Background: an optimization exercise with open tools, aiming at small area. Do not read the settings as production practice.
Function was checked by simulation only, so behaviour that the tests miss may differ from the original.
Power is estimated from default activity; no workload was simulated.

== JK ==
## pcie_us_axi_dma_x64
module pcie_us_axi_dma_x64 (
    input  wire          clk,
    input  wire          rst,
    input  wire [63:0]   s_axis_rc_tdata,
    input  wire [1:0]    s_axis_rc_tkeep,
    input  wire          s_axis_rc_tvalid,
    output wire          s_axis_rc_tready,
    input  wire          s_axis_rc_tlast,
    input  wire [74:0]   s_axis_rc_tuser,
    output wire [63:0]   m_axis_rq_tdata,
    output wire [1:0]    m_axis_rq_tkeep,
    output wire          m_axis_rq_tvalid,
    input  wire          m_axis_rq_tready,
    output wire          m_axis_rq_tlast,
    output wire [59:0]   m_axis_rq_tuser,
    input  wire [63:0]   s_axis_read_desc_pcie_addr,
    input  wire [31:0]   s_axis_read_desc_axi_addr,
    input  wire [15:0]   s_axis_read_desc_len,
    input  wire [7:0]    s_axis_read_desc_tag,
    input  wire          s_axis_read_desc_valid,
    output wire          s_axis_read_desc_ready,
    output wire [7:0]    m_axis_read_desc_status_tag,
    output wire          m_axis_read_desc_status_valid,
    input  wire [63:0]   s_axis_write_desc_pcie_addr,
    input  wire [31:0]   s_axis_write_desc_axi_addr,
    input  wire [15:0]   s_axis_write_desc_len,
    input  wire [7:0]    s_axis_write_desc_tag,
    input  wire          s_axis_write_desc_valid,
    output wire          s_axis_write_desc_ready,
    output wire [7:0]    m_axis_write_desc_status_tag,
    output wire          m_axis_write_desc_status_valid,
    output wire [7:0]    m_axi_awid,
    output wire [31:0]   m_axi_awaddr,
    output wire [7:0]    m_axi_awlen,
    output wire [2:0]    m_axi_awsize,
    output wire [1:0]    m_axi_awburst,
    output wire          m_axi_awlock,
    output wire [3:0]    m_axi_awcache,
    output wire [2:0]    m_axi_awprot,
    output wire          m_axi_awvalid,
    input  wire          m_axi_awready,
    output wire [63:0]   m_axi_wdata,
    output wire [7:0]    m_axi_wstrb,
    output wire          m_axi_wlast,
    output wire          m_axi_wvalid,
    input  wire          m_axi_wready,
    input  wire [7:0]    m_axi_bid,
    input  wire [1:0]    m_axi_bresp,
    input  wire          m_axi_bvalid,
    output wire          m_axi_bready,
    output wire [7:0]    m_axi_arid,
    output wire [31:0]   m_axi_araddr,
    output wire [7:0]    m_axi_arlen,
    output wire [2:0]    m_axi_arsize,
    output wire [1:0]    m_axi_arburst,
    output wire          m_axi_arlock,
    output wire [3:0]    m_axi_arcache,
    output wire [2:0]    m_axi_arprot,
    output wire          m_axi_arvalid,
    input  wire          m_axi_arready,
    input  wire [7:0]    m_axi_rid,
    input  wire [63:0]   m_axi_rdata,
    input  wire [1:0]    m_axi_rresp,
    input  wire          m_axi_rlast,
    input  wire          m_axi_rvalid,
    output wire          m_axi_rready,
    input  wire          read_enable,
    input  wire          write_enable,
    input  wire          ext_tag_enable,
    input  wire [15:0]   requester_id,
    input  wire          requester_id_enable,
    input  wire [2:0]    max_read_request_size,
    input  wire [2:0]    max_payload_size,
    output wire          status_error_cor,
    output wire          status_error_uncor
);
Settings: LEC_CHECK=0, CAP_MARGIN=20, CORE_MARGIN=2, CORE_UTILIZATION=50, CTS_BUF_LIST=sky130_fd_sc_hd__clkbuf_16, CTS_CLUSTER_DIAMETER=100, CTS_CLUSTER_SIZE=24, PLACE_DENSITY=0.6, SLEW_MARGIN=20; clock period 10.0 ns.
standard.sh (not shown) runs the stock make flow with config.mk's settings and CLKGATE_MAP_FILE= SYNTH_SCRIPT=/design/flow/synth_recipe.tcl, a recipe that flattens the netlist after the stock synthesis.
==> flow/flow/run.sh <==
#!/bin/bash
# Layout: the standard flow (standard.sh: unchanged synthesis, floorplan, power
# grid, placement, clock tree, routing), with two ORFS settings passed through the
# environment:
#  - BUFFER_PORTS_ARGS: every input and output port still gets its own buffer, but a
#    buf_1 instead of the default cell;
#  - MAX_REPAIR_ANTENNAS_ITER_DRT: more rounds of antenna repair after detailed
#    routing (10 instead of 5) before giving up.
# make's output goes to standard.log in this folder; each tool's full log is under
# orfs/logs/.
set -euo pipefail
export BUFFER_PORTS_ARGS="-buffer_cell sky130_fd_sc_hd__buf_1"
export MAX_REPAIR_ANTENNAS_ITER_DRT=10
bash standard.sh > standard.log 2>&1
The final layout from JK, which completed every stage, passed the timing, design-rule and antenna checks at the end of the flow.
Inputs modified between JK and MS:
Settings: SLEW_MARGIN changed from 20 to 30; CTS_CLUSTER_DIAMETER changed from 100 to 90; CAP_MARGIN changed from 20 to 30; CTS_CLUSTER_SIZE changed from 24 to 20.
Notes after the runs:
- MS reached the end of the flow, and the finished layout is clean on the timing, design-rule and antenna checks.
- Looking at total power, MS sits 2.4% above JK.
- Status: final cell count parity (JK, MS)
- Summary of MS over JK: setup slack of the critical path after layout went up 0.23 ns, transition time at the pin with the least slew margin went down 0.083 ns, clock power went up about 8%.
- Side by side, minimum clock period after layout turned out lower in MS than in JK.
- Against JK, MS reports a relative area change from synthesis to final layout that is higher.

-- port drivers added, routing unchanged --
Ports are ideal in the flow. The routed layouts listed here were re-timed in OpenROAD. Step 1 sets driving cells, clkbuf_16 on the clock port and buf_2 on the other inputs (assumed; they add their load-dependent delay and slew). Step 2 adds t to the input delays and takes it off the output delays; t is the mean of the earliest and latest rising clock arrival at the registers after step 1. Input paths then give back, and output paths get back, about the clock's delay inside the block. Slacks: ideal / step 1 / step 2; pairs: ideal / step 1.
run | shift t [ns] | setup slack, ns | worst setup path at the end | worst data-port slew with drivers (ns) | pins driven straight from the clock port
JK | 1.179 | 1.185 / 1.185 / 0.250 | input to register | 0.33 | 1
MS | 1.196 | 1.419 / 1.419 / 0.457 | input to register | 0.32 | 1
After both steps every run listed still meets setup and hold. The setup slack of MS, which loses most, moves by 0.000 ns with the drivers and by -0.962 ns with both steps.
